What follows belongs to an exercise in optimizing a design on an open flow for small area, a short achievable clock period and few clock cycles per item; a production flow would make more cautious choices.
Function was not checked in any run shown here: the RTL went through the layout flow alone.
Power and IR drop assume default switching activity.

$ cat flow/run.sh
#!/bin/bash
# Standard layout, except: plain buf_1 cells as the port buffers, and a clock
# tree of clkbuf_4/clkbuf_8 cells under a clkbuf_16 root, without dummy loads.
export BUFFER_PORTS_ARGS="-buffer_cell sky130_fd_sc_hd__buf_1"
export CTS_ARGS="-sink_clustering_enable -repair_clock_nets -dont_use_dummy_load -root_buf sky130_fd_sc_hd__clkbuf_16 -buf_list \"sky130_fd_sc_hd__clkbuf_4 sky130_fd_sc_hd__clkbuf_8\""
bash standard.sh > standard.log 2>&1
$ cat standard.sh
#!/bin/bash
# synth_recipe.tcl (not shown) runs the flow's synth.tcl, then flattens the netlist and writes it again
# the make line also repeats each setting of config.mk as NAME=value (left out here)
make -C /OpenROAD-flow-scripts/flow DESIGN_CONFIG=/design/flow/config.mk WORK_HOME=/design/flow/orfs CLKGATE_MAP_FILE= SYNTH_SCRIPT=/design/flow/synth_recipe.tcl "${@:-finish}"
$ cat config.mk
export PLATFORM = sky130hd
export DESIGN_NAME = booth_multiplier
export DESIGN_NICKNAME = booth_multiplier
export VERILOG_FILES = /design/flow/design.v
export SDC_FILE = /design/flow/constraint.sdc
export NUM_CORES = 4
export LEC_CHECK = 0
export CAP_MARGIN = 20
export CORE_MARGIN = 2
export CORE_UTILIZATION = 40
export PLACE_DENSITY = 0.75
export SETUP_SLACK_MARGIN = 1.8
export SLEW_MARGIN = 20
export SYNTH_HIERARCHICAL = 1
export SYNTH_MINIMUM_KEEP_SIZE = 0
$ cat constraint.sdc
create_clock -name core_clock -period 5.0 [get_ports {clk}]
set_input_delay 1.0000 -clock core_clock [delete_from_list [all_inputs] [get_ports {clk}]]
set_output_delay 1.0000 -clock core_clock [all_outputs]
set_load 0.01 [all_outputs]
$ cat design.v
module booth_multiplier(
    input         clk,
    input         reset_n,
    input         op_start,
    input         op_clear,
    input  [31:0] multiplier,
    input  [31:0] multiplicand,
    output        op_done,
    output [63:0] result
);
  reg       busy, done;
  reg       first;                        
  reg       step;                         
  reg       last;                         
  reg [2:0] cnt;
  wire      idle = !busy && !done;
  wire      fin  = cnt[2];                        
  reg  [31:0] m_q;           
  reg  [31:0] lo_q;          
  reg  [31:0] s_q, c_q;      
  reg  [7:0]  rs_q, rc_q;    
  reg         cy_q;          
  reg  [3:0]  one_q, two_q, ng_q;   
  function [11:0] enc;
    input [7:0] b;
    input       bm;
    integer i;
    reg [8:0] x;
    begin
      x = {b, bm};
      for (i = 0; i < 4; i = i + 1) begin
        enc[i]         = x[2*i+1] ^ x[2*i];
        enc[4+i]     = (x[2*i+2] & ~x[2*i+1] & ~x[2*i]) | (~x[2*i+2] & x[2*i+1] & x[2*i]);
        enc[8+i]   = x[2*i+2];
      end
    end
  endfunction
  wire [31:0] s_g = s_q & {32{~first}};
  wire [11:0] enc_next = busy ? enc(lo_q[15:8], lo_q[7]) : enc(multiplier[7:0], 1'b0);
  wire [32:0] mg0 = ({33{one_q[0]}} & {m_q[31], m_q}) | ({33{two_q[0]}} & {m_q, 1'b0});
  wire [32:0] pp0 = mg0 ^ {33{ng_q[0]}};
  wire [32:0] e0 = {~pp0[32], pp0[31:0]};
  wire [32:0] mg1 = ({33{one_q[1]}} & {m_q[31], m_q}) | ({33{two_q[1]}} & {m_q, 1'b0});
  wire [32:0] pp1 = mg1 ^ {33{ng_q[1]}};
  wire [32:0] e1 = {~pp1[32], pp1[31:0]};
  wire [32:0] mg2 = ({33{one_q[2]}} & {m_q[31], m_q}) | ({33{two_q[2]}} & {m_q, 1'b0});
  wire [32:0] pp2 = mg2 ^ {33{ng_q[2]}};
  wire [32:0] e2 = {~pp2[32], pp2[31:0]};
  wire [32:0] mg3 = ({33{one_q[3]}} & {m_q[31], m_q}) | ({33{two_q[3]}} & {m_q, 1'b0});
  wire [32:0] pp3 = mg3 ^ {33{ng_q[3]}};
  wire [32:0] e3 = {~pp3[32], pp3[31:0]};
  wire hs1;
  wire hc2;
  wire hs3;
  wire hc4;
  wire fs5;
  wire fc6;
  wire hs7;
  wire hc8;
  wire hs9;
  wire hc10;
  wire fs11;
  wire fc12;
  wire fs13;
  wire fc14;
  wire fs15;
  wire fc16;
  wire fs17;
  wire fc18;
  wire hs19;
  wire hc20;
  wire hs21;
  wire hc22;
  wire fs23;
  wire fc24;
  wire fs25;
  wire fc26;
  wire fs27;
  wire fc28;
  wire fs29;
  wire fc30;
  wire fs31;
  wire fc32;
  wire fs33;
  wire fc34;
  wire hs35;
  wire hc36;
  wire hs37;
  wire hc38;
  wire fs39;
  wire fc40;
  wire fs41;
  wire fc42;
  wire fs43;
  wire fc44;
  wire fs45;
  wire fc46;
  wire fs47;
  wire fc48;
  wire fs49;
  wire fc50;
  wire fs51;
  wire fc52;
  wire hs53;
  wire hc54;
  wire fs55;
  wire fc56;
  wire fs57;
  wire fc58;
  wire fs59;
  wire fc60;
  wire fs61;
  wire fc62;
  wire fs63;
  wire fc64;
  wire hs65;
  wire hc66;
  wire hs67;
  wire hc68;
  wire fs69;
  wire fc70;
  wire fs71;
  wire fc72;
  wire fs73;
  wire fc74;
  wire fs75;
  wire fc76;
  wire fs77;
  wire fc78;
  wire hs79;
  wire hc80;
  wire fs81;
  wire fc82;
  wire fs83;
  wire fc84;
  wire fs85;
  wire fc86;
  wire fs87;
  wire fc88;
  wire fs89;
  wire fc90;
  wire fs91;
  wire fc92;
  wire fs93;
  wire fc94;
  wire fs95;
  wire fc96;
  wire hs97;
  wire hc98;
  wire fs99;
  wire fc100;
  wire hs101;
  wire hc102;
  wire fs103;
  wire fc104;
  wire fs105;
  wire fc106;
  wire fs107;
  wire fc108;
  wire fs109;
  wire fc110;
  wire fs111;
  wire fc112;
  wire fs113;
  wire fc114;
  wire fs115;
  wire fc116;
  wire fs117;
  wire fc118;
  wire hs119;
  wire hc120;
  wire fs121;
  wire fc122;
  wire hs123;
  wire hc124;
  wire fs125;
  wire fc126;
  wire fs127;
  wire fc128;
  wire fs129;
  wire fc130;
  wire fs131;
  wire fc132;
  wire fs133;
  wire fc134;
  wire fs135;
  wire fc136;
  wire fs137;
  wire fc138;
  wire fs139;
  wire fc140;
  wire hs141;
  wire hc142;
  wire fs143;
  wire fc144;
  wire hs145;
  wire hc146;
  wire fs147;
  wire fc148;
  wire fs149;
  wire fc150;
  wire fs151;
  wire fc152;
  wire fs153;
  wire fc154;
  wire fs155;
  wire fc156;
  wire fs157;
  wire fc158;
  wire fs159;
  wire fc160;
  wire fs161;
  wire fc162;
  wire hs163;
  wire hc164;
  wire fs165;
  wire fc166;
  wire hs167;
  wire hc168;
  wire fs169;
  wire fc170;
  wire fs171;
  wire fc172;
  wire fs173;
  wire fc174;
  wire fs175;
  wire fc176;
  wire fs177;
  wire fc178;
  wire fs179;
  wire fc180;
  wire fs181;
  wire fc182;
  wire fs183;
  wire fc184;
  wire hs185;
  wire hc186;
  wire fs187;
  wire fc188;
  wire hs189;
  wire hc190;
  wire fs191;
  wire fc192;
  wire fs193;
  wire fc194;
  wire fs195;
  wire fc196;
  wire fs197;
  wire fc198;
  wire fs199;
  wire fc200;
  wire fs201;
  wire fc202;
  wire fs203;
  wire fc204;
  wire fs205;
  wire fc206;
  wire hs207;
  wire hc208;
  wire fs209;
  wire fc210;
  wire hs211;
  wire hc212;
  wire fs213;
  wire fc214;
  wire fs215;
  wire fc216;
  wire fs217;
  wire fc218;
  wire fs219;
  wire fc220;
  wire fs221;
  wire fc222;
  wire fs223;
  wire fc224;
  wire fs225;
  wire fc226;
  wire fs227;
  wire fc228;
  wire hs229;
  wire hc230;
  wire fs231;
  wire fc232;
  wire hs233;
  wire hc234;
  wire fs235;
  wire fc236;
  wire fs237;
  wire fc238;
  wire fs239;
  wire fc240;
  wire fs241;
  wire fc242;
  wire fs243;
  wire fc244;
  wire fs245;
  wire fc246;
  wire fs247;
  wire fc248;
  wire fs249;
  wire fc250;
  wire hs251;
  wire hc252;
  wire fs253;
  wire fc254;
  wire hs255;
  wire hc256;
  wire fs257;
  wire fc258;
  wire fs259;
  wire fc260;
  wire fs261;
  wire fc262;
  wire fs263;
  wire fc264;
  wire fs265;
  wire fc266;
  wire fs267;
  wire fc268;
  wire fs269;
  wire fc270;
  wire fs271;
  wire fc272;
  wire hs273;
  wire hc274;
  wire fs275;
  wire fc276;
  wire hs277;
  wire hc278;
  wire fs279;
  wire fc280;
  wire fs281;
  wire fc282;
  wire fs283;
  wire fc284;
  wire fs285;
  wire fc286;
  wire fs287;
  wire fc288;
  wire fs289;
  wire fc290;
  wire fs291;
  wire fc292;
  wire fs293;
  wire fc294;
  wire hs295;
  wire hc296;
  wire fs297;
  wire fc298;
  wire hs299;
  wire hc300;
  wire fs301;
  wire fc302;
  wire fs303;
  wire fc304;
  wire fs305;
  wire fc306;
  wire fs307;
  wire fc308;
  wire fs309;
  wire fc310;
  wire fs311;
  wire fc312;
  wire fs313;
  wire fc314;
  wire fs315;
  wire fc316;
  wire hs317;
  wire hc318;
  wire fs319;
  wire fc320;
  wire hs321;
  wire hc322;
  wire fs323;
  wire fc324;
  wire fs325;
  wire fc326;
  wire fs327;
  wire fc328;
  wire fs329;
  wire fc330;
  wire fs331;
  wire fc332;
  wire fs333;
  wire fc334;
  wire fs335;
  wire fc336;
  wire fs337;
  wire fc338;
  wire hs339;
  wire hc340;
  wire hs341;
  wire hc342;
  wire fs343;
  wire fc344;
  wire fs345;
  wire fc346;
  wire hs347;
  wire hc348;
  wire hs349;
  wire hc350;
  wire fs351;
  wire fc352;
  mul_ha u_hs1 (.a(c_q[0]), .b(ng_q[0]), .s(hs1), .c(hc2));
  mul_ha u_hs3 (.a(hs1), .b(s_g[0]), .s(hs3), .c(hc4));
  mul_fa u_fs5 (.a(c_q[1]), .b(hc2), .ci(s_g[1]), .s(fs5), .co(fc6));
  mul_ha u_hs7 (.a(e0[1]), .b(hc4), .s(hs7), .c(hc8));
  mul_ha u_hs9 (.a(c_q[2]), .b(ng_q[1]), .s(hs9), .c(hc10));
  mul_fa u_fs11 (.a(hs9), .b(s_g[2]), .ci(e0[2]), .s(fs11), .co(fc12));
  mul_fa u_fs13 (.a(e1[0]), .b(fc6), .ci(hc8), .s(fs13), .co(fc14));
  mul_fa u_fs15 (.a(c_q[3]), .b(hc10), .ci(s_g[3]), .s(fs15), .co(fc16));
  mul_fa u_fs17 (.a(e0[3]), .b(e1[1]), .ci(fs15), .s(fs17), .co(fc18));
  mul_ha u_hs19 (.a(fc12), .b(fs17), .s(hs19), .c(hc20));
  mul_ha u_hs21 (.a(c_q[4]), .b(ng_q[2]), .s(hs21), .c(hc22));
  mul_fa u_fs23 (.a(hs21), .b(s_g[4]), .ci(e0[4]), .s(fs23), .co(fc24));
  mul_fa u_fs25 (.a(e1[2]), .b(e2[0]), .ci(fc16), .s(fs25), .co(fc26));
  mul_fa u_fs27 (.a(fs23), .b(fc18), .ci(fs25), .s(fs27), .co(fc28));
  mul_fa u_fs29 (.a(c_q[5]), .b(hc22), .ci(s_g[5]), .s(fs29), .co(fc30));
  mul_fa u_fs31 (.a(e0[5]), .b(e1[3]), .ci(e2[1]), .s(fs31), .co(fc32));
  mul_fa u_fs33 (.a(fs29), .b(fc24), .ci(fs31), .s(fs33), .co(fc34));
  mul_ha u_hs35 (.a(fc26), .b(fs33), .s(hs35), .c(hc36));
  mul_ha u_hs37 (.a(c_q[6]), .b(ng_q[3]), .s(hs37), .c(hc38));
  mul_fa u_fs39 (.a(hs37), .b(s_g[6]), .ci(e0[6]), .s(fs39), .co(fc40));
  mul_fa u_fs41 (.a(e1[4]), .b(e2[2]), .ci(e3[0]), .s(fs41), .co(fc42));
  mul_fa u_fs43 (.a(fc30), .b(fc32), .ci(fs39), .s(fs43), .co(fc44));
  mul_fa u_fs45 (.a(fs41), .b(fc34), .ci(fs43), .s(fs45), .co(fc46));
  mul_fa u_fs47 (.a(c_q[7]), .b(hc38), .ci(s_g[7]), .s(fs47), .co(fc48));
  mul_fa u_fs49 (.a(e0[7]), .b(e1[5]), .ci(e2[3]), .s(fs49), .co(fc50));
  mul_fa u_fs51 (.a(e3[1]), .b(fs47), .ci(fc40), .s(fs51), .co(fc52));
  mul_ha u_hs53 (.a(fc42), .b(fs49), .s(hs53), .c(hc54));
  mul_fa u_fs55 (.a(hs53), .b(fs51), .ci(fc44), .s(fs55), .co(fc56));
  mul_fa u_fs57 (.a(c_q[8]), .b(last), .ci(s_g[8]), .s(fs57), .co(fc58));
  mul_fa u_fs59 (.a(e0[8]), .b(e1[6]), .ci(e2[4]), .s(fs59), .co(fc60));
  mul_fa u_fs61 (.a(e3[2]), .b(fc48), .ci(fs57), .s(fs61), .co(fc62));
  mul_fa u_fs63 (.a(fc50), .b(fs59), .ci(fs61), .s(fs63), .co(fc64));
  mul_ha u_hs65 (.a(hc54), .b(fc52), .s(hs65), .c(hc66));
  mul_ha u_hs67 (.a(hs65), .b(fs63), .s(hs67), .c(hc68));
  mul_fa u_fs69 (.a(c_q[9]), .b(last), .ci(s_g[9]), .s(fs69), .co(fc70));
  mul_fa u_fs71 (.a(e0[9]), .b(e1[7]), .ci(e2[5]), .s(fs71), .co(fc72));
  mul_fa u_fs73 (.a(e3[3]), .b(fc58), .ci(fs69), .s(fs73), .co(fc74));
  mul_fa u_fs75 (.a(fc60), .b(fs71), .ci(fc62), .s(fs75), .co(fc76));
  mul_fa u_fs77 (.a(fs73), .b(hc66), .ci(fc64), .s(fs77), .co(fc78));
  mul_ha u_hs79 (.a(fs75), .b(hc68), .s(hs79), .c(hc80));
  mul_fa u_fs81 (.a(c_q[10]), .b(s_g[10]), .ci(e0[10]), .s(fs81), .co(fc82));
  mul_fa u_fs83 (.a(e1[8]), .b(e2[6]), .ci(e3[4]), .s(fs83), .co(fc84));
  mul_fa u_fs85 (.a(fc70), .b(fc72), .ci(fs81), .s(fs85), .co(fc86));
  mul_fa u_fs87 (.a(fs83), .b(fc74), .ci(fs85), .s(fs87), .co(fc88));
  mul_fa u_fs89 (.a(fc76), .b(fs87), .ci(fc78), .s(fs89), .co(fc90));
  mul_fa u_fs91 (.a(c_q[11]), .b(last), .ci(s_g[11]), .s(fs91), .co(fc92));
  mul_fa u_fs93 (.a(e0[11]), .b(e1[9]), .ci(e2[7]), .s(fs93), .co(fc94));
  mul_fa u_fs95 (.a(e3[5]), .b(fs91), .ci(fc82), .s(fs95), .co(fc96));
  mul_ha u_hs97 (.a(fc84), .b(fs93), .s(hs97), .c(hc98));
  mul_fa u_fs99 (.a(hs97), .b(fs95), .ci(fc86), .s(fs99), .co(fc100));
  mul_ha u_hs101 (.a(fc88), .b(fs99), .s(hs101), .c(hc102));
  mul_fa u_fs103 (.a(c_q[12]), .b(s_g[12]), .ci(e0[12]), .s(fs103), .co(fc104));
  mul_fa u_fs105 (.a(e1[10]), .b(e2[8]), .ci(e3[6]), .s(fs105), .co(fc106));
  mul_fa u_fs107 (.a(fc92), .b(fc94), .ci(fs103), .s(fs107), .co(fc108));
  mul_fa u_fs109 (.a(fs105), .b(hc98), .ci(fc96), .s(fs109), .co(fc110));
  mul_fa u_fs111 (.a(fs107), .b(fc100), .ci(fs109), .s(fs111), .co(fc112));
  mul_fa u_fs113 (.a(c_q[13]), .b(last), .ci(s_g[13]), .s(fs113), .co(fc114));
  mul_fa u_fs115 (.a(e0[13]), .b(e1[11]), .ci(e2[9]), .s(fs115), .co(fc116));
  mul_fa u_fs117 (.a(e3[7]), .b(fs113), .ci(fc104), .s(fs117), .co(fc118));
  mul_ha u_hs119 (.a(fc106), .b(fs115), .s(hs119), .c(hc120));
  mul_fa u_fs121 (.a(hs119), .b(fs117), .ci(fc108), .s(fs121), .co(fc122));
  mul_ha u_hs123 (.a(fc110), .b(fs121), .s(hs123), .c(hc124));
  mul_fa u_fs125 (.a(c_q[14]), .b(s_g[14]), .ci(e0[14]), .s(fs125), .co(fc126));
  mul_fa u_fs127 (.a(e1[12]), .b(e2[10]), .ci(e3[8]), .s(fs127), .co(fc128));
  mul_fa u_fs129 (.a(fc114), .b(fc116), .ci(fs125), .s(fs129), .co(fc130));
  mul_fa u_fs131 (.a(fs127), .b(hc120), .ci(fc118), .s(fs131), .co(fc132));
  mul_fa u_fs133 (.a(fs129), .b(fc122), .ci(fs131), .s(fs133), .co(fc134));
  mul_fa u_fs135 (.a(c_q[15]), .b(last), .ci(s_g[15]), .s(fs135), .co(fc136));
  mul_fa u_fs137 (.a(e0[15]), .b(e1[13]), .ci(e2[11]), .s(fs137), .co(fc138));
  mul_fa u_fs139 (.a(e3[9]), .b(fs135), .ci(fc126), .s(fs139), .co(fc140));
  mul_ha u_hs141 (.a(fc128), .b(fs137), .s(hs141), .c(hc142));
  mul_fa u_fs143 (.a(hs141), .b(fs139), .ci(fc130), .s(fs143), .co(fc144));
  mul_ha u_hs145 (.a(fc132), .b(fs143), .s(hs145), .c(hc146));
  mul_fa u_fs147 (.a(c_q[16]), .b(s_g[16]), .ci(e0[16]), .s(fs147), .co(fc148));
  mul_fa u_fs149 (.a(e1[14]), .b(e2[12]), .ci(e3[10]), .s(fs149), .co(fc150));
  mul_fa u_fs151 (.a(fc136), .b(fc138), .ci(fs147), .s(fs151), .co(fc152));
  mul_fa u_fs153 (.a(fs149), .b(hc142), .ci(fc140), .s(fs153), .co(fc154));
  mul_fa u_fs155 (.a(fs151), .b(fc144), .ci(fs153), .s(fs155), .co(fc156));
  mul_fa u_fs157 (.a(c_q[17]), .b(last), .ci(s_g[17]), .s(fs157), .co(fc158));
  mul_fa u_fs159 (.a(e0[17]), .b(e1[15]), .ci(e2[13]), .s(fs159), .co(fc160));
  mul_fa u_fs161 (.a(e3[11]), .b(fs157), .ci(fc148), .s(fs161), .co(fc162));
  mul_ha u_hs163 (.a(fc150), .b(fs159), .s(hs163), .c(hc164));
  mul_fa u_fs165 (.a(hs163), .b(fs161), .ci(fc152), .s(fs165), .co(fc166));
  mul_ha u_hs167 (.a(fc154), .b(fs165), .s(hs167), .c(hc168));
  mul_fa u_fs169 (.a(c_q[18]), .b(s_g[18]), .ci(e0[18]), .s(fs169), .co(fc170));
  mul_fa u_fs171 (.a(e1[16]), .b(e2[14]), .ci(e3[12]), .s(fs171), .co(fc172));
  mul_fa u_fs173 (.a(fc158), .b(fc160), .ci(fs169), .s(fs173), .co(fc174));
  mul_fa u_fs175 (.a(fs171), .b(hc164), .ci(fc162), .s(fs175), .co(fc176));
  mul_fa u_fs177 (.a(fs173), .b(fc166), .ci(fs175), .s(fs177), .co(fc178));
  mul_fa u_fs179 (.a(c_q[19]), .b(last), .ci(s_g[19]), .s(fs179), .co(fc180));
  mul_fa u_fs181 (.a(e0[19]), .b(e1[17]), .ci(e2[15]), .s(fs181), .co(fc182));
  mul_fa u_fs183 (.a(e3[13]), .b(fs179), .ci(fc170), .s(fs183), .co(fc184));
  mul_ha u_hs185 (.a(fc172), .b(fs181), .s(hs185), .c(hc186));
  mul_fa u_fs187 (.a(hs185), .b(fs183), .ci(fc174), .s(fs187), .co(fc188));
  mul_ha u_hs189 (.a(fc176), .b(fs187), .s(hs189), .c(hc190));
  mul_fa u_fs191 (.a(c_q[20]), .b(s_g[20]), .ci(e0[20]), .s(fs191), .co(fc192));
  mul_fa u_fs193 (.a(e1[18]), .b(e2[16]), .ci(e3[14]), .s(fs193), .co(fc194));
  mul_fa u_fs195 (.a(fc180), .b(fc182), .ci(fs191), .s(fs195), .co(fc196));
  mul_fa u_fs197 (.a(fs193), .b(hc186), .ci(fc184), .s(fs197), .co(fc198));
  mul_fa u_fs199 (.a(fs195), .b(fc188), .ci(fs197), .s(fs199), .co(fc200));
  mul_fa u_fs201 (.a(c_q[21]), .b(last), .ci(s_g[21]), .s(fs201), .co(fc202));
  mul_fa u_fs203 (.a(e0[21]), .b(e1[19]), .ci(e2[17]), .s(fs203), .co(fc204));
  mul_fa u_fs205 (.a(e3[15]), .b(fs201), .ci(fc192), .s(fs205), .co(fc206));
  mul_ha u_hs207 (.a(fc194), .b(fs203), .s(hs207), .c(hc208));
  mul_fa u_fs209 (.a(hs207), .b(fs205), .ci(fc196), .s(fs209), .co(fc210));
  mul_ha u_hs211 (.a(fc198), .b(fs209), .s(hs211), .c(hc212));
  mul_fa u_fs213 (.a(c_q[22]), .b(s_g[22]), .ci(e0[22]), .s(fs213), .co(fc214));
  mul_fa u_fs215 (.a(e1[20]), .b(e2[18]), .ci(e3[16]), .s(fs215), .co(fc216));
  mul_fa u_fs217 (.a(fc202), .b(fc204), .ci(fs213), .s(fs217), .co(fc218));
  mul_fa u_fs219 (.a(fs215), .b(hc208), .ci(fc206), .s(fs219), .co(fc220));
  mul_fa u_fs221 (.a(fs217), .b(fc210), .ci(fs219), .s(fs221), .co(fc222));
  mul_fa u_fs223 (.a(c_q[23]), .b(last), .ci(s_g[23]), .s(fs223), .co(fc224));
  mul_fa u_fs225 (.a(e0[23]), .b(e1[21]), .ci(e2[19]), .s(fs225), .co(fc226));
  mul_fa u_fs227 (.a(e3[17]), .b(fs223), .ci(fc214), .s(fs227), .co(fc228));
  mul_ha u_hs229 (.a(fc216), .b(fs225), .s(hs229), .c(hc230));
  mul_fa u_fs231 (.a(hs229), .b(fs227), .ci(fc218), .s(fs231), .co(fc232));
  mul_ha u_hs233 (.a(fc220), .b(fs231), .s(hs233), .c(hc234));
  mul_fa u_fs235 (.a(c_q[24]), .b(s_g[24]), .ci(e0[24]), .s(fs235), .co(fc236));
  mul_fa u_fs237 (.a(e1[22]), .b(e2[20]), .ci(e3[18]), .s(fs237), .co(fc238));
  mul_fa u_fs239 (.a(fc224), .b(fc226), .ci(fs235), .s(fs239), .co(fc240));
  mul_fa u_fs241 (.a(fs237), .b(hc230), .ci(fc228), .s(fs241), .co(fc242));
  mul_fa u_fs243 (.a(fs239), .b(fc232), .ci(fs241), .s(fs243), .co(fc244));
  mul_fa u_fs245 (.a(c_q[25]), .b(last), .ci(s_g[25]), .s(fs245), .co(fc246));
  mul_fa u_fs247 (.a(e0[25]), .b(e1[23]), .ci(e2[21]), .s(fs247), .co(fc248));
  mul_fa u_fs249 (.a(e3[19]), .b(fs245), .ci(fc236), .s(fs249), .co(fc250));
  mul_ha u_hs251 (.a(fc238), .b(fs247), .s(hs251), .c(hc252));
  mul_fa u_fs253 (.a(hs251), .b(fs249), .ci(fc240), .s(fs253), .co(fc254));
  mul_ha u_hs255 (.a(fc242), .b(fs253), .s(hs255), .c(hc256));
  mul_fa u_fs257 (.a(c_q[26]), .b(s_g[26]), .ci(e0[26]), .s(fs257), .co(fc258));
  mul_fa u_fs259 (.a(e1[24]), .b(e2[22]), .ci(e3[20]), .s(fs259), .co(fc260));
  mul_fa u_fs261 (.a(fc246), .b(fc248), .ci(fs257), .s(fs261), .co(fc262));
  mul_fa u_fs263 (.a(fs259), .b(hc252), .ci(fc250), .s(fs263), .co(fc264));
  mul_fa u_fs265 (.a(fs261), .b(fc254), .ci(fs263), .s(fs265), .co(fc266));
  mul_fa u_fs267 (.a(c_q[27]), .b(last), .ci(s_g[27]), .s(fs267), .co(fc268));
  mul_fa u_fs269 (.a(e0[27]), .b(e1[25]), .ci(e2[23]), .s(fs269), .co(fc270));
  mul_fa u_fs271 (.a(e3[21]), .b(fs267), .ci(fc258), .s(fs271), .co(fc272));
  mul_ha u_hs273 (.a(fc260), .b(fs269), .s(hs273), .c(hc274));
  mul_fa u_fs275 (.a(hs273), .b(fs271), .ci(fc262), .s(fs275), .co(fc276));
  mul_ha u_hs277 (.a(fc264), .b(fs275), .s(hs277), .c(hc278));
  mul_fa u_fs279 (.a(c_q[28]), .b(s_g[28]), .ci(e0[28]), .s(fs279), .co(fc280));
  mul_fa u_fs281 (.a(e1[26]), .b(e2[24]), .ci(e3[22]), .s(fs281), .co(fc282));
  mul_fa u_fs283 (.a(fc268), .b(fc270), .ci(fs279), .s(fs283), .co(fc284));
  mul_fa u_fs285 (.a(fs281), .b(hc274), .ci(fc272), .s(fs285), .co(fc286));
  mul_fa u_fs287 (.a(fs283), .b(fc276), .ci(fs285), .s(fs287), .co(fc288));
  mul_fa u_fs289 (.a(c_q[29]), .b(last), .ci(s_g[29]), .s(fs289), .co(fc290));
  mul_fa u_fs291 (.a(e0[29]), .b(e1[27]), .ci(e2[25]), .s(fs291), .co(fc292));
  mul_fa u_fs293 (.a(e3[23]), .b(fs289), .ci(fc280), .s(fs293), .co(fc294));
  mul_ha u_hs295 (.a(fc282), .b(fs291), .s(hs295), .c(hc296));
  mul_fa u_fs297 (.a(hs295), .b(fs293), .ci(fc284), .s(fs297), .co(fc298));
  mul_ha u_hs299 (.a(fc286), .b(fs297), .s(hs299), .c(hc300));
  mul_fa u_fs301 (.a(c_q[30]), .b(s_g[30]), .ci(e0[30]), .s(fs301), .co(fc302));
  mul_fa u_fs303 (.a(e1[28]), .b(e2[26]), .ci(e3[24]), .s(fs303), .co(fc304));
  mul_fa u_fs305 (.a(fc290), .b(fc292), .ci(fs301), .s(fs305), .co(fc306));
  mul_fa u_fs307 (.a(fs303), .b(hc296), .ci(fc294), .s(fs307), .co(fc308));
  mul_fa u_fs309 (.a(fs305), .b(fc298), .ci(fs307), .s(fs309), .co(fc310));
  mul_fa u_fs311 (.a(c_q[31]), .b(last), .ci(s_g[31]), .s(fs311), .co(fc312));
  mul_fa u_fs313 (.a(e0[31]), .b(e1[29]), .ci(e2[27]), .s(fs313), .co(fc314));
  mul_fa u_fs315 (.a(e3[25]), .b(fs311), .ci(fc302), .s(fs315), .co(fc316));
  mul_ha u_hs317 (.a(fc304), .b(fs313), .s(hs317), .c(hc318));
  mul_fa u_fs319 (.a(hs317), .b(fs315), .ci(fc306), .s(fs319), .co(fc320));
  mul_ha u_hs321 (.a(fc308), .b(fs319), .s(hs321), .c(hc322));
  mul_fa u_fs323 (.a(e0[32]), .b(e1[30]), .ci(e2[28]), .s(fs323), .co(fc324));
  mul_fa u_fs325 (.a(e3[26]), .b(fc312), .ci(fc314), .s(fs325), .co(fc326));
  mul_fa u_fs327 (.a(fs323), .b(hc318), .ci(fc316), .s(fs327), .co(fc328));
  mul_fa u_fs329 (.a(fs325), .b(fc320), .ci(fs327), .s(fs329), .co(fc330));
  mul_fa u_fs331 (.a(last), .b(e1[31]), .ci(e2[29]), .s(fs331), .co(fc332));
  mul_fa u_fs333 (.a(e3[27]), .b(fc324), .ci(fs331), .s(fs333), .co(fc334));
  mul_fa u_fs335 (.a(fc326), .b(fs333), .ci(fc328), .s(fs335), .co(fc336));
  mul_fa u_fs337 (.a(e1[32]), .b(e2[30]), .ci(e3[28]), .s(fs337), .co(fc338));
  mul_ha u_hs339 (.a(fc332), .b(fs337), .s(hs339), .c(hc340));
  mul_ha u_hs341 (.a(hs339), .b(fc334), .s(hs341), .c(hc342));
  mul_fa u_fs343 (.a(last), .b(e2[31]), .ci(e3[29]), .s(fs343), .co(fc344));
  mul_fa u_fs345 (.a(fc338), .b(fs343), .ci(hc340), .s(fs345), .co(fc346));
  mul_ha u_hs347 (.a(e2[32]), .b(e3[30]), .s(hs347), .c(hc348));
  mul_ha u_hs349 (.a(hs347), .b(fc344), .s(hs349), .c(hc350));
  mul_fa u_fs351 (.a(last), .b(e3[31]), .ci(hc348), .s(fs351), .co(fc352));
  wire [39:0] sn = {last, e3[32], hc350, fc346, hc342, fc336, fc330, hc322, fc310, hc300, fc288, hc278, fc266, hc256, fc244, hc234, fc222, hc212, fc200, hc190, fc178, hc168, fc156, hc146, fc134, hc124, fc112, hc102, fc90, hc80, fs77, fc56, fc46, hc36, fc28, hc20, fc14, fs11, fs5, e0[0]};
  wire [39:0] cn = {1'b0, fc352, fs351, hs349, fs345, hs341, fs335, fs329, hs321, fs309, hs299, fs287, hs277, fs265, hs255, fs243, hs233, fs221, hs211, fs199, hs189, fs177, hs167, fs155, hs145, fs133, hs123, fs111, hs101, fs89, hs79, hs67, fs55, fs45, hs35, fs27, hs19, fs13, hs7, hs3};
  wire [39:0] ad_sum;
  wire        ad_cy;                     
  mul_add40 u_ad (.a({s_q, rs_q}), .b({c_q, rc_q}), .ci(cy_q), .s(ad_sum), .ct(ad_cy));
  assign op_done = done;
  assign result  = {s_q[31:0], lo_q};
  always @(posedge clk or negedge reset_n) begin
    if (!reset_n) begin
      busy  <= 1'b0;
      done  <= 1'b0;
      step  <= 1'b0;
      last  <= 1'b0;
    end else if (op_clear) begin
      busy  <= 1'b0;
      done  <= 1'b0;
      step  <= 1'b0;
      last  <= 1'b0;
    end else if (idle) begin
      busy  <= op_start;
      step  <= op_start;
    end else begin
      last  <= step && (cnt == 3'd2);
      if (last)
        step <= 1'b0;
      if (busy && fin) begin
        busy <= 1'b0;
        done <= 1'b1;
      end
    end
  end
  always @(posedge clk) begin
    first <= idle && op_start && !op_clear;
    cnt <= busy ? cnt + 3'd1 : 3'd0;
    if (!busy)
      m_q <= multiplicand;
    if (idle)
      lo_q <= multiplier;
    else if (busy)
      lo_q <= {ad_sum[7:0], lo_q[31:8]};
    s_q  <= step ? sn[39:8] : ad_sum[39:8];
    c_q  <= step ? cn[39:8] : 32'd0;
    rs_q <= step ? sn[7:0] : 8'd0;
    rc_q <= step ? cn[7:0] : 8'd0;
    cy_q <= step & ad_cy;
    {ng_q, two_q, one_q} <= enc_next;
  end
endmodule
module mul_fa(input a, input b, input ci, output s, output co);
  assign s  = a ^ b ^ ci;
  assign co = (a & b) | (ci & (a ^ b));
endmodule
module mul_ha(input a, input b, output s, output c);
  assign s = a ^ b;
  assign c = a & b;
endmodule
module mul_add40(input [39:0] a, input [39:0] b, input ci, output [39:0] s, output ct);
  wire [39:0] p = a ^ b;
  wire [39:0] g0 = a & b;
  wire [39:0] g = {g0[39:1], g0[0] | (p[0] & ci)};
  wire gg1 = g[1] | (p[1] & g[0]);
  wire pq2 = p[1] & p[0];
  wire gg3 = g[3] | (p[3] & g[2]);
  wire pq4 = p[3] & p[2];
  wire gg5 = g[5] | (p[5] & g[4]);
  wire pq6 = p[5] & p[4];
  wire gg7 = g[7] | (p[7] & g[6]);
  wire pq8 = p[7] & p[6];
  wire gg9 = g[9] | (p[9] & g[8]);
  wire pq10 = p[9] & p[8];
  wire gg11 = g[11] | (p[11] & g[10]);
  wire pq12 = p[11] & p[10];
  wire gg13 = g[13] | (p[13] & g[12]);
  wire pq14 = p[13] & p[12];
  wire gg15 = g[15] | (p[15] & g[14]);
  wire pq16 = p[15] & p[14];
  wire gg17 = g[17] | (p[17] & g[16]);
  wire pq18 = p[17] & p[16];
  wire gg19 = g[19] | (p[19] & g[18]);
  wire pq20 = p[19] & p[18];
  wire gg21 = g[21] | (p[21] & g[20]);
  wire pq22 = p[21] & p[20];
  wire gg23 = g[23] | (p[23] & g[22]);
  wire pq24 = p[23] & p[22];
  wire gg25 = g[25] | (p[25] & g[24]);
  wire pq26 = p[25] & p[24];
  wire gg27 = g[27] | (p[27] & g[26]);
  wire pq28 = p[27] & p[26];
  wire gg29 = g[29] | (p[29] & g[28]);
  wire pq30 = p[29] & p[28];
  wire gg31 = g[31] | (p[31] & g[30]);
  wire pq32 = p[31] & p[30];
  wire gg33 = g[33] | (p[33] & g[32]);
  wire pq34 = p[33] & p[32];
  wire gg35 = g[35] | (p[35] & g[34]);
  wire pq36 = p[35] & p[34];
  wire gg37 = g[37] | (p[37] & g[36]);
  wire pq38 = p[37] & p[36];
  wire gg39 = g[39] | (p[39] & g[38]);
  wire pq40 = p[39] & p[38];
  wire gg41 = g[2] | (p[2] & gg1);
  wire pq42 = p[2] & pq2;
  wire gg43 = gg3 | (pq4 & gg1);
  wire pq44 = pq4 & pq2;
  wire gg45 = g[6] | (p[6] & gg5);
  wire pq46 = p[6] & pq6;
  wire gg47 = gg7 | (pq8 & gg5);
  wire pq48 = pq8 & pq6;
  wire gg49 = g[10] | (p[10] & gg9);
  wire pq50 = p[10] & pq10;
  wire gg51 = gg11 | (pq12 & gg9);
  wire pq52 = pq12 & pq10;
  wire gg53 = g[14] | (p[14] & gg13);
  wire pq54 = p[14] & pq14;
  wire gg55 = gg15 | (pq16 & gg13);
  wire pq56 = pq16 & pq14;
  wire gg57 = g[18] | (p[18] & gg17);
  wire pq58 = p[18] & pq18;
  wire gg59 = gg19 | (pq20 & gg17);
  wire pq60 = pq20 & pq18;
  wire gg61 = g[22] | (p[22] & gg21);
  wire pq62 = p[22] & pq22;
  wire gg63 = gg23 | (pq24 & gg21);
  wire pq64 = pq24 & pq22;
  wire gg65 = g[26] | (p[26] & gg25);
  wire pq66 = p[26] & pq26;
  wire gg67 = gg27 | (pq28 & gg25);
  wire pq68 = pq28 & pq26;
  wire gg69 = g[30] | (p[30] & gg29);
  wire pq70 = p[30] & pq30;
  wire gg71 = gg31 | (pq32 & gg29);
  wire pq72 = pq32 & pq30;
  wire gg73 = g[34] | (p[34] & gg33);
  wire pq74 = p[34] & pq34;
  wire gg75 = gg35 | (pq36 & gg33);
  wire pq76 = pq36 & pq34;
  wire gg77 = g[38] | (p[38] & gg37);
  wire pq78 = p[38] & pq38;
  wire gg79 = gg39 | (pq40 & gg37);
  wire pq80 = pq40 & pq38;
  wire gg81 = g[4] | (p[4] & gg43);
  wire pq82 = p[4] & pq44;
  wire gg83 = gg5 | (pq6 & gg43);
  wire pq84 = pq6 & pq44;
  wire gg85 = gg45 | (pq46 & gg43);
  wire pq86 = pq46 & pq44;
  wire gg87 = gg47 | (pq48 & gg43);
  wire pq88 = pq48 & pq44;
  wire gg89 = g[12] | (p[12] & gg51);
  wire pq90 = p[12] & pq52;
  wire gg91 = gg13 | (pq14 & gg51);
  wire pq92 = pq14 & pq52;
  wire gg93 = gg53 | (pq54 & gg51);
  wire pq94 = pq54 & pq52;
  wire gg95 = gg55 | (pq56 & gg51);
  wire pq96 = pq56 & pq52;
  wire gg97 = g[20] | (p[20] & gg59);
  wire pq98 = p[20] & pq60;
  wire gg99 = gg21 | (pq22 & gg59);
  wire pq100 = pq22 & pq60;
  wire gg101 = gg61 | (pq62 & gg59);
  wire pq102 = pq62 & pq60;
  wire gg103 = gg63 | (pq64 & gg59);
  wire pq104 = pq64 & pq60;
  wire gg105 = g[28] | (p[28] & gg67);
  wire pq106 = p[28] & pq68;
  wire gg107 = gg29 | (pq30 & gg67);
  wire pq108 = pq30 & pq68;
  wire gg109 = gg69 | (pq70 & gg67);
  wire pq110 = pq70 & pq68;
  wire gg111 = gg71 | (pq72 & gg67);
  wire pq112 = pq72 & pq68;
  wire gg113 = g[36] | (p[36] & gg75);
  wire pq114 = p[36] & pq76;
  wire gg115 = gg37 | (pq38 & gg75);
  wire pq116 = pq38 & pq76;
  wire gg117 = gg77 | (pq78 & gg75);
  wire pq118 = pq78 & pq76;
  wire gg119 = gg79 | (pq80 & gg75);
  wire pq120 = pq80 & pq76;
  wire gg121 = g[8] | (p[8] & gg87);
  wire pq122 = p[8] & pq88;
  wire gg123 = gg9 | (pq10 & gg87);
  wire pq124 = pq10 & pq88;
  wire gg125 = gg49 | (pq50 & gg87);
  wire pq126 = pq50 & pq88;
  wire gg127 = gg51 | (pq52 & gg87);
  wire pq128 = pq52 & pq88;
  wire gg129 = gg89 | (pq90 & gg87);
  wire pq130 = pq90 & pq88;
  wire gg131 = gg91 | (pq92 & gg87);
  wire pq132 = pq92 & pq88;
  wire gg133 = gg93 | (pq94 & gg87);
  wire pq134 = pq94 & pq88;
  wire gg135 = gg95 | (pq96 & gg87);
  wire pq136 = pq96 & pq88;
  wire gg137 = g[24] | (p[24] & gg103);
  wire pq138 = p[24] & pq104;
  wire gg139 = gg25 | (pq26 & gg103);
  wire pq140 = pq26 & pq104;
  wire gg141 = gg65 | (pq66 & gg103);
  wire pq142 = pq66 & pq104;
  wire gg143 = gg67 | (pq68 & gg103);
  wire pq144 = pq68 & pq104;
  wire gg145 = gg105 | (pq106 & gg103);
  wire pq146 = pq106 & pq104;
  wire gg147 = gg107 | (pq108 & gg103);
  wire pq148 = pq108 & pq104;
  wire gg149 = gg109 | (pq110 & gg103);
  wire pq150 = pq110 & pq104;
  wire gg151 = gg111 | (pq112 & gg103);
  wire pq152 = pq112 & pq104;
  wire gg153 = g[16] | (p[16] & gg135);
  wire pq154 = p[16] & pq136;
  wire gg155 = gg17 | (pq18 & gg135);
  wire pq156 = pq18 & pq136;
  wire gg157 = gg57 | (pq58 & gg135);
  wire pq158 = pq58 & pq136;
  wire gg159 = gg59 | (pq60 & gg135);
  wire pq160 = pq60 & pq136;
  wire gg161 = gg97 | (pq98 & gg135);
  wire pq162 = pq98 & pq136;
  wire gg163 = gg99 | (pq100 & gg135);
  wire pq164 = pq100 & pq136;
  wire gg165 = gg101 | (pq102 & gg135);
  wire pq166 = pq102 & pq136;
  wire gg167 = gg103 | (pq104 & gg135);
  wire pq168 = pq104 & pq136;
  wire gg169 = gg137 | (pq138 & gg135);
  wire pq170 = pq138 & pq136;
  wire gg171 = gg139 | (pq140 & gg135);
  wire pq172 = pq140 & pq136;
  wire gg173 = gg141 | (pq142 & gg135);
  wire pq174 = pq142 & pq136;
  wire gg175 = gg143 | (pq144 & gg135);
  wire pq176 = pq144 & pq136;
  wire gg177 = gg145 | (pq146 & gg135);
  wire pq178 = pq146 & pq136;
  wire gg179 = gg147 | (pq148 & gg135);
  wire pq180 = pq148 & pq136;
  wire gg181 = gg149 | (pq150 & gg135);
  wire pq182 = pq150 & pq136;
  wire gg183 = gg151 | (pq152 & gg135);
  wire pq184 = pq152 & pq136;
  wire gg185 = g[32] | (p[32] & gg183);
  wire pq186 = p[32] & pq184;
  wire gg187 = gg33 | (pq34 & gg183);
  wire pq188 = pq34 & pq184;
  wire gg189 = gg73 | (pq74 & gg183);
  wire pq190 = pq74 & pq184;
  wire gg191 = gg75 | (pq76 & gg183);
  wire pq192 = pq76 & pq184;
  wire gg193 = gg113 | (pq114 & gg183);
  wire pq194 = pq114 & pq184;
  wire gg195 = gg115 | (pq116 & gg183);
  wire pq196 = pq116 & pq184;
  wire gg197 = gg117 | (pq118 & gg183);
  wire pq198 = pq118 & pq184;
  wire gg199 = gg119 | (pq120 & gg183);
  wire pq200 = pq120 & pq184;
  assign s = p ^ {gg197, gg195, gg193, gg191, gg189, gg187, gg185, gg183, gg181, gg179, gg177, gg175, gg173, gg171, gg169, gg167, gg165, gg163, gg161, gg159, gg157, gg155, gg153, gg135, gg133, gg131, gg129, gg127, gg125, gg123, gg121, gg87, gg85, gg83, gg81, gg43, gg41, gg1, g[0], ci};
  assign ct = gg87;
endmodule
==> summary.txt, run 1 <==
- Status: timing/DRC/antenna clean
- CTS H-Tree Depth: 4
- Area leader, netlist: fa_1
- Buffers on Ports: 132
- Post-DRT Antenna Nets: 0
- Area Overhead vs Synth: 10.6%
- Final slew viol count: 0
- DPL Wire Length: 23800 µm
- Total number of yosys warnings: 7
- First-pass GRT wire length: 50000 µm
- Cell family with most CP delay: adder cells
- Comb power frac: 66.3%
- Worst-case vdd ir drop: 340 µV
- Layout cells sized above 1: 13.7%
- Tcrit/Tclk final: 63.4%
- Commonest non-fill, non-tap cell in the layout: xnor2_1
- Ys async rst share: 2.44%
- WL/cell: 19.2 µm
- DRC violations left: 0
- Worst Reg-to-Reg Cells: 8
- Pwr Total: 8610 µW
- Latest clock arrival within the worst-skew pair: 410 ps
- Antenna cells: 0
- Sequential area share after synthesis: 30.0%
- Reg2reg end: s_q[7]
- Routability cong.: 0.878
- Die width: 185 µm
- RSZ-0062 raised after global routing: true
- Number of global-route vias before repair: 9183
- Hold Path Class: input port to asynchronous set/reset pin
- Slew @ Worst Pin: 1120 ps
- Slowest cell delay on critical path: 550 ps
- CTS tree: built
- Fin util: 44.7%
- Post-Syn Area per Cell: 11.8 µm²
- Placed Area: 13900 µm²
- Max clock buf depth: 2
- Post-Synth XOR/XNOR Area: 11.5%
- Worst path bufs/invs: 1
- Adder-Cell Fraction of Synth Area: 29.5%
- TritonCTS buffer count: 17
- Area contributors post-synth: fa_1 (22%), dfxtp_1 (15%), edfxtp_1 (15%)
- Setup CP Type: flip-flop to flip-flop
- Worst r2r src: m_q[6]
- Sequential Power Share: 24.8%
- Leakage: 0.00583 µW
- Clock Sinks: 164
- Vias per inst: 5.37
- Cell Area, Synth: 13100 µm²
- Switching pwr: 3750 µW
- DR vias: 8914
- PwrDens: 593 nW/µm²
- Minimum clock period: 3170 ps
- Complex-gate fraction of the synthesized area: 11.7%
- WL final: 31900 µm
- Num rows: 66
- Mux contribution to synthesized area: 6.61%
- Initial antenna violation count: 0
- Rel. slew slack: 25.5%
- Die Area: 34300 µm²
- Most frequent cells in the layout: xnor2_1 (149), fa_1 (145), buf_1 (132)
- Final net count: 1511
- Clock transition at the registers of the reported paths: 100 ps
- Die height: 185 µm
- Crit-path max FO: 8
- CP Launch Type: flip-flop
- Total gr overflow: 0
- Largest net degree at the start of global routing: 83
- Max Clock Freq: 315 MHz
- Fillers: 2940
- Final Skew: 39.6 ps
- Post-synth cell types: 54
- Largest family of logic cells by synthesized area: adder cells
- I/O pins: 133
- Fin. Hold Viols: 0
- Worst R2R Setup Slack: 1830 ps
- Internal: 4850 µW
- Post-synth top flop: dfxtp_1
- Total core area: 32500 µm²
- CP max-delay cell: edfxtp_1
- Clock power frac: 8.8%
- Post-synthesis cell count: 1113
- Share of the synthesized area in the top cell type: 22.1%
- Clk root buf: clkbuf_16
- GRT Total Usage: 19.1%
- Drt pass-1 iters: 5
- TNS Setup: 0 ps
- CP most frequent cell: fa_1
- Cells along the critical path: buf_4 -> a22oi_2 -> xnor2_1 -> fa_1 -> fa_1 -> fa_1 -> fa_1 -> mux2_2
- Post-synth EDFFs: 64
- Post-synthesis simple-gate area fraction: 6.66%
- Flops & latches, synth: 164
- Final instance area: 14500 µm²
- Max Cap Viol: 0
- Initial Utilization: 40.4%
- Initial DRC count: 777
- Setup crit end kind: flip-flop
- CP required: 5290 ps
- Final setup violation count: 0
- Sw frac: 43.6%
- Worst EP arrival: 3460 ps
==> cell families after synthesis <==
| group | after synthesis |
|---|---|
| flops | 164 |
| fa+ha+maj | 222 |
| compound gates | 213 |
| mux | 68 |
| xor+xnor | 172 |
| simple gates | 158 |
| buf+inv | 115 |
| other cells | 1 |
==> per-stage QoR <==
stage | instances | setup WS [ps] | hold slack, ps
6_report | 1661 | 1830 | 397
2_1_floorplan | 1114 | 1800 | 417
5_1_grt | 1661 | 1730 | 375
4_1_cts | 1631 | 1770 | 381
3_5_place_dp | 1611 | 1450 | 459
3_3_place_gp | 1611 | 1470 | 429
==> synthesized netlist by cell type (all sizes together), types with 4 or more instances <==
master and n:
a21o 12, a21oi 31, a221oi 4, a22oi 124, a31oi 5, and2 51, buf 20, clkbuf 74
dfrtp 4, dfxtp 96, edfxtp 64, fa 145, ha 77, inv 21, mux2 68, nand2 26
nor2 22, nor2b 36, o21ai 20, xnor2 149, xor2 23
==> metal layers <==
layer	global-route usage [%]	share of wire, %	vias up
met1	25.5	44	4447
met3	3.85	5.7	48
li1	-	-	4065
met5	0	0	-
met2	31.2	48	354
met4	6.41	2.3	0
==> how the worst max path moves through the flow <==
stage                     slack, ps  cells after the start     start     end
after floorplan                1800                      9  one_q[0]  s_q[3]
after global placement         1470                      8  one_q[2]  s_q[3]
after detailed placement       1450                      8  one_q[2]  s_q[3]
after CTS                      1770                      8   ng_q[0]  s_q[3]
after global routing           1730                      7    m_q[7]  s_q[3]
final                          1830                      8    m_q[6]  s_q[7]
==> power by group through the flow <==
stage	Sequential (µW)	Clock, µW	Combinational, µW
final	2140	762	5710
after global placement	2170	0	5410
after CTS	2150	786	5700
after global routing	2180	838	6590
after floorplan	2020	0	4080
after detailed placement	2180	0	5610
==> Yosys stat by module (local to each module, per instance) <==
module / copies in the design / cells / flops+latches
mul_fa: 138 / 1 / 0
mul_add40: 1 / 203 / 0
mul_ha: 38 / 1 / 0
booth_multiplier: 1 / 734 / 164
==> layout make-up <==
class	count	area, µm²	area share, %
multi-input cells	835	8690	59.9
flip-flops and latches	164	4000	27.5
repair buffers	182	953	6.57
well taps	442	553	3.81
clock buffers	17	245	1.69
inverters	21	78.8	0.543
==> flip-flops by register name, indices dropped and copies added, names as in the netlist <==
register  flops
first         1
last          1
rs_q          8
ng_q          4
rc_q          8
done          1
busy          1
cnt           3
two_q         4
m_q          32
lo_q         32
c_q          31
cy_q          1
one_q         4
s_q          32
step          1
==> what timing repair did <==
item / 4_1_cts / 5_1_grt
endpoints found under the setup margin: 54 / 22
setup buffers: 3 / 30
resized for setup: 21 / 14
hold buffers: 0 / 0
pin swaps: 1 / 3
==> run 2: changes to the inputs <==
--- a/config.mk
+++ b/config.mk
@@ -11,3 +11,3 @@
 export PLACE_DENSITY = 0.75
-export SETUP_SLACK_MARGIN = 1.8
+export SETUP_SLACK_MARGIN = 2.0
 export SLEW_MARGIN = 20
==> summary.txt, run 2 <==
- Final Skew: 43.5 ps (+3.89 ps)
- WL/cell: 20.4 µm (+6.2%)
- Worst R2R Setup Slack: 1840 ps (about the same)
- Fin util: 48.3% (+3.5 points)
- Comb power frac: 69.0% (+2.7 points)
- Initial DRC count: 962 (+24%)
- CTS H-Tree Depth: 4 (unchanged)
- RSZ-0062 raised after global routing: true
- Post-Syn Area per Cell: 11.8 µm² (unchanged)
- Fin. Hold Viols: 0 (unchanged)
- CP required: 5280 ps (about the same)
- Worst Reg-to-Reg Cells: 8 (unchanged)
- Cell Area, Synth: 13100 µm² (unchanged)
- Setup CP Type: flip-flop to flip-flop
- Die Area: 34300 µm² (unchanged)
- Clock power frac: 8.3% (-0.5 points)
- PwrDens: 594 nW/µm² (+0.23%)
- Flops & latches, synth: 164 (unchanged)
- Initial antenna violation count: 0 (unchanged)
- Worst EP arrival: 3440 ps (-20 ps)
- Total number of yosys warnings: 7 (unchanged)
- Post-synth top cells: xnor2_1 (149), fa_1 (145), a22oi_1 (124)
- Number of global-route vias before repair: 9429 (+2.7%)
- Layout cells sized above 1: 27.3% (+14 points)
- Final slew viol count: 0 (unchanged)
- Area leader, netlist: fa_1
- Post-DRT Antenna Nets: 0 (unchanged)
- Share of the synthesized area in the top cell type: 22.1% (unchanged)
- Most frequent cells in the layout: buf_1 (132), xnor2_1 (130), fa_1 (96)
- Initial Utilization: 40.4% (unchanged)
- Die height: 185 µm (unchanged)
- Sequential Power Share: 22.7% (-2.1 points)
- Hold Path Class: input port to asynchronous set/reset pin
- Latest clock arrival within the worst-skew pair: 420 ps (about the same)
- Max Cap Viol: 0 (unchanged)
- Total core area: 32500 µm² (unchanged)
- TNS Setup: 0 ps (unchanged)
- Ys async rst share: 2.44% (unchanged)
- Largest net degree at the start of global routing: 51 (-39%)
- Sequential area share after synthesis: 30.0% (unchanged)
- Top-count cell post-synth: xnor2_1
- Internal: 5270 µW (+8.6%)
- CP Launch Type: flip-flop
- Max Clock Freq: 316 MHz (+0.40%)
- Leakage: 0.00625 µW (+7.2%)
- Top Registers: lo_q (32), m_q (32), s_q (32)
- Commonest non-fill, non-tap cell in the layout: buf_1
- Die width: 185 µm (unchanged)
- Cell family with most CP delay: adder cells
- Drt pass-1 iters: 6 (+1)
- CTS tree: built
- Clock Sinks: 164 (unchanged)
- WL final: 35000 µm (+9.7%)
- DRC violations left: 0 (unchanged)
- CTS Hold Bufs: 0 (unchanged)
- Rel. slew slack: 53.7% (+28 points)
- Antenna cells: 0 (unchanged)
- Final net count: 1566 (+3.6%)
- Switching pwr: 4040 µW (+7.7%)
- Area contributors post-synth: fa_1 (22%), dfxtp_1 (15%), edfxtp_1 (15%)
- Status: timing/DRC/antenna clean
- Setup crit end kind: flip-flop
- Post-synth top flop: dfxtp_1
- Pwr Total: 9310 µW (+8.2%)
- Final setup violation count: 0 (unchanged)
- GRT Total Usage: 20.0% (+0.91 points)
- I/O pins: 133 (unchanged)
- Clk root buf: clkbuf_16
- Num rows: 66 (unchanged)
- First-pass GRT wire length: 52100 µm (+4.3%)
- Placed Area: 13900 µm² (about the same)
- Worst-case vdd ir drop: 301 µV (-11%)
- Area Overhead vs Synth: 19.3%
- Post-synth EDFFs: 64 (unchanged)
- CP most frequent cell: fa_1
- Cells along the critical path: buf_12 -> a22oi_2 -> xnor2_1 -> fa_1 -> fa_1 -> fa_1 -> fa_1 -> mux2_2
- Slowest cell delay on critical path: 520 ps (-30 ps)
- Minimum clock period: 3160 ps (-12.6 ps)
- DPL Wire Length: 23700 µm (-0.22%)
- Tcrit/Tclk final: 63.2% (-0.25 points)
- Buffers on Ports: 132 (unchanged)
- DR vias: 9501 (+6.6%)
- Sw frac: 43.4% (-0.21 points)
- Routability cong.: 0.871 (-0.81%)
- Clock transition at the registers of the reported paths: 110 ps (about the same)
- Post-synthesis cell count: 1113 (unchanged)
- CP max-delay cell: fa_1
- Worst path bufs/invs: 1 (unchanged)
- Final instance area: 15700 µm² (+7.9%)
- Crit. path cell count: 8 (unchanged)
- Crit-path max FO: 8 (unchanged)
- Total gr overflow: 0 (unchanged)
- Vias per inst: 5.54 (+3.2%)
- Slew @ Worst Pin: 695 ps (-423 ps)
- Max clock buf depth: 2 (unchanged)
- Post-synth cell types: 54 (unchanged)
- TritonCTS buffer count: 17 (unchanged)
[run 2: power groups by stage]
stage / registers [µW] / logic [µW] / clock network, µW
6_report: 2110 / 6430 / 776
5_1_grt: 2150 / 7290 / 841
4_1_cts: 2110 / 5870 / 790
3_5_place_dp: 2190 / 5610 / 0
3_3_place_gp: 2190 / 5400 / 0
2_1_floorplan: 2020 / 4090 / 0
[run 2: cell type report]
class	instances	area, µm²
timing repair buffer	237	1510
clock buffer	17	245
inverter	21	78.8
fill	2753	16800
multi-input combinational	835	9290
tap	442	553
sequential	164	3990
[run 2: what timing repair did]
item	in CTS	in global routing
buffers inserted	41	45
setup endpoints to repair	61	41
pin swaps	14	71
resized for setup	53	126
cloned	1	3
[run 2: metrics by stage]
step                instances  worst slack (ps)  hold slack, ps
global placement         1609              1480             427
global route             1716              1770             401
floorplan                1114              1970             417
finish                   1716              1840             407
CTS                      1668              1900             399
detailed placement       1609              1450             440
[run 2: path summary, 6_finish.rpt]
| path | start | end |
|---|---|---|
| worst max-delay path | one_q[0] | s_q[3] |
| worst min-delay path | reset_n | step |
| worst max register to register | one_q[0] | s_q[3] |
| worst min register to register | cnt[0] | cnt[0] |
| max in group asynchronous | reset_n | last |
| min in group core_clock | cnt[0] | cnt[0] |
[run 2: per-module statistics from Yosys (local to each module, per instance)]
module | flip-flops and latches | cells | times used | area [µm²]
mul_add40 | 0 | 203 | 1 | 1630
booth_multiplier | 164 | 734 | 1 | 8260
mul_fa | 0 | 1 | 138 | 20.0
mul_ha | 0 | 1 | 38 | 12.5
[run 2: kinds of logic after synthesis]
family	count (synthesis)	synth area share, %
other cells	1	0.0286
mux	68	6.61
flops	164	30.0
fa+ha+maj	222	29.5
simple gates	158	6.66
buf+inv	115	3.99
compound gates	213	11.7
xor+xnor	172	11.5
[run 2: metal layers]
layer	routed length, µm	GRT usage [%]	vias to the layer above
li1	-	-	4178
met1	14300	26.3	4795
met2	17100	32.9	443
met3	2570	3.78	85
met4	1110	7.52	0
met5	0	0	-

==> re-timing with driven ports <==
The results above use ideal ports. As a check the final layouts listed here were re-extracted and re-timed, cells and wires unchanged.
Step 1, drivers: a clkbuf_16 drives clk and a buf_2 each remaining input, both assumed.
Step 2, shift: input delay + t, output delay - t, t = (earliest + latest rising clock arrival at the registers) / 2. This alone moves slack from input paths to output paths.
a / b / c = ideal ports / drivers / drivers and shift; a / b = the first two.
run | shift t [ns] | slack for setup (ns) | hold slack, ns | worst setup path at the end | worst register clock-pin slew, ns
run 1 | 0.440 | 1.828 / 1.828 / 1.828 | 0.397 / 0.379 / 0.488 | register to register | 0.10 / 0.10
run 2 | 0.446 | 1.840 / 1.840 / 1.840 | 0.407 / 0.377 / 0.457 | register to register | 0.11 / 0.11
After both steps setup and hold are still met in every run listed.
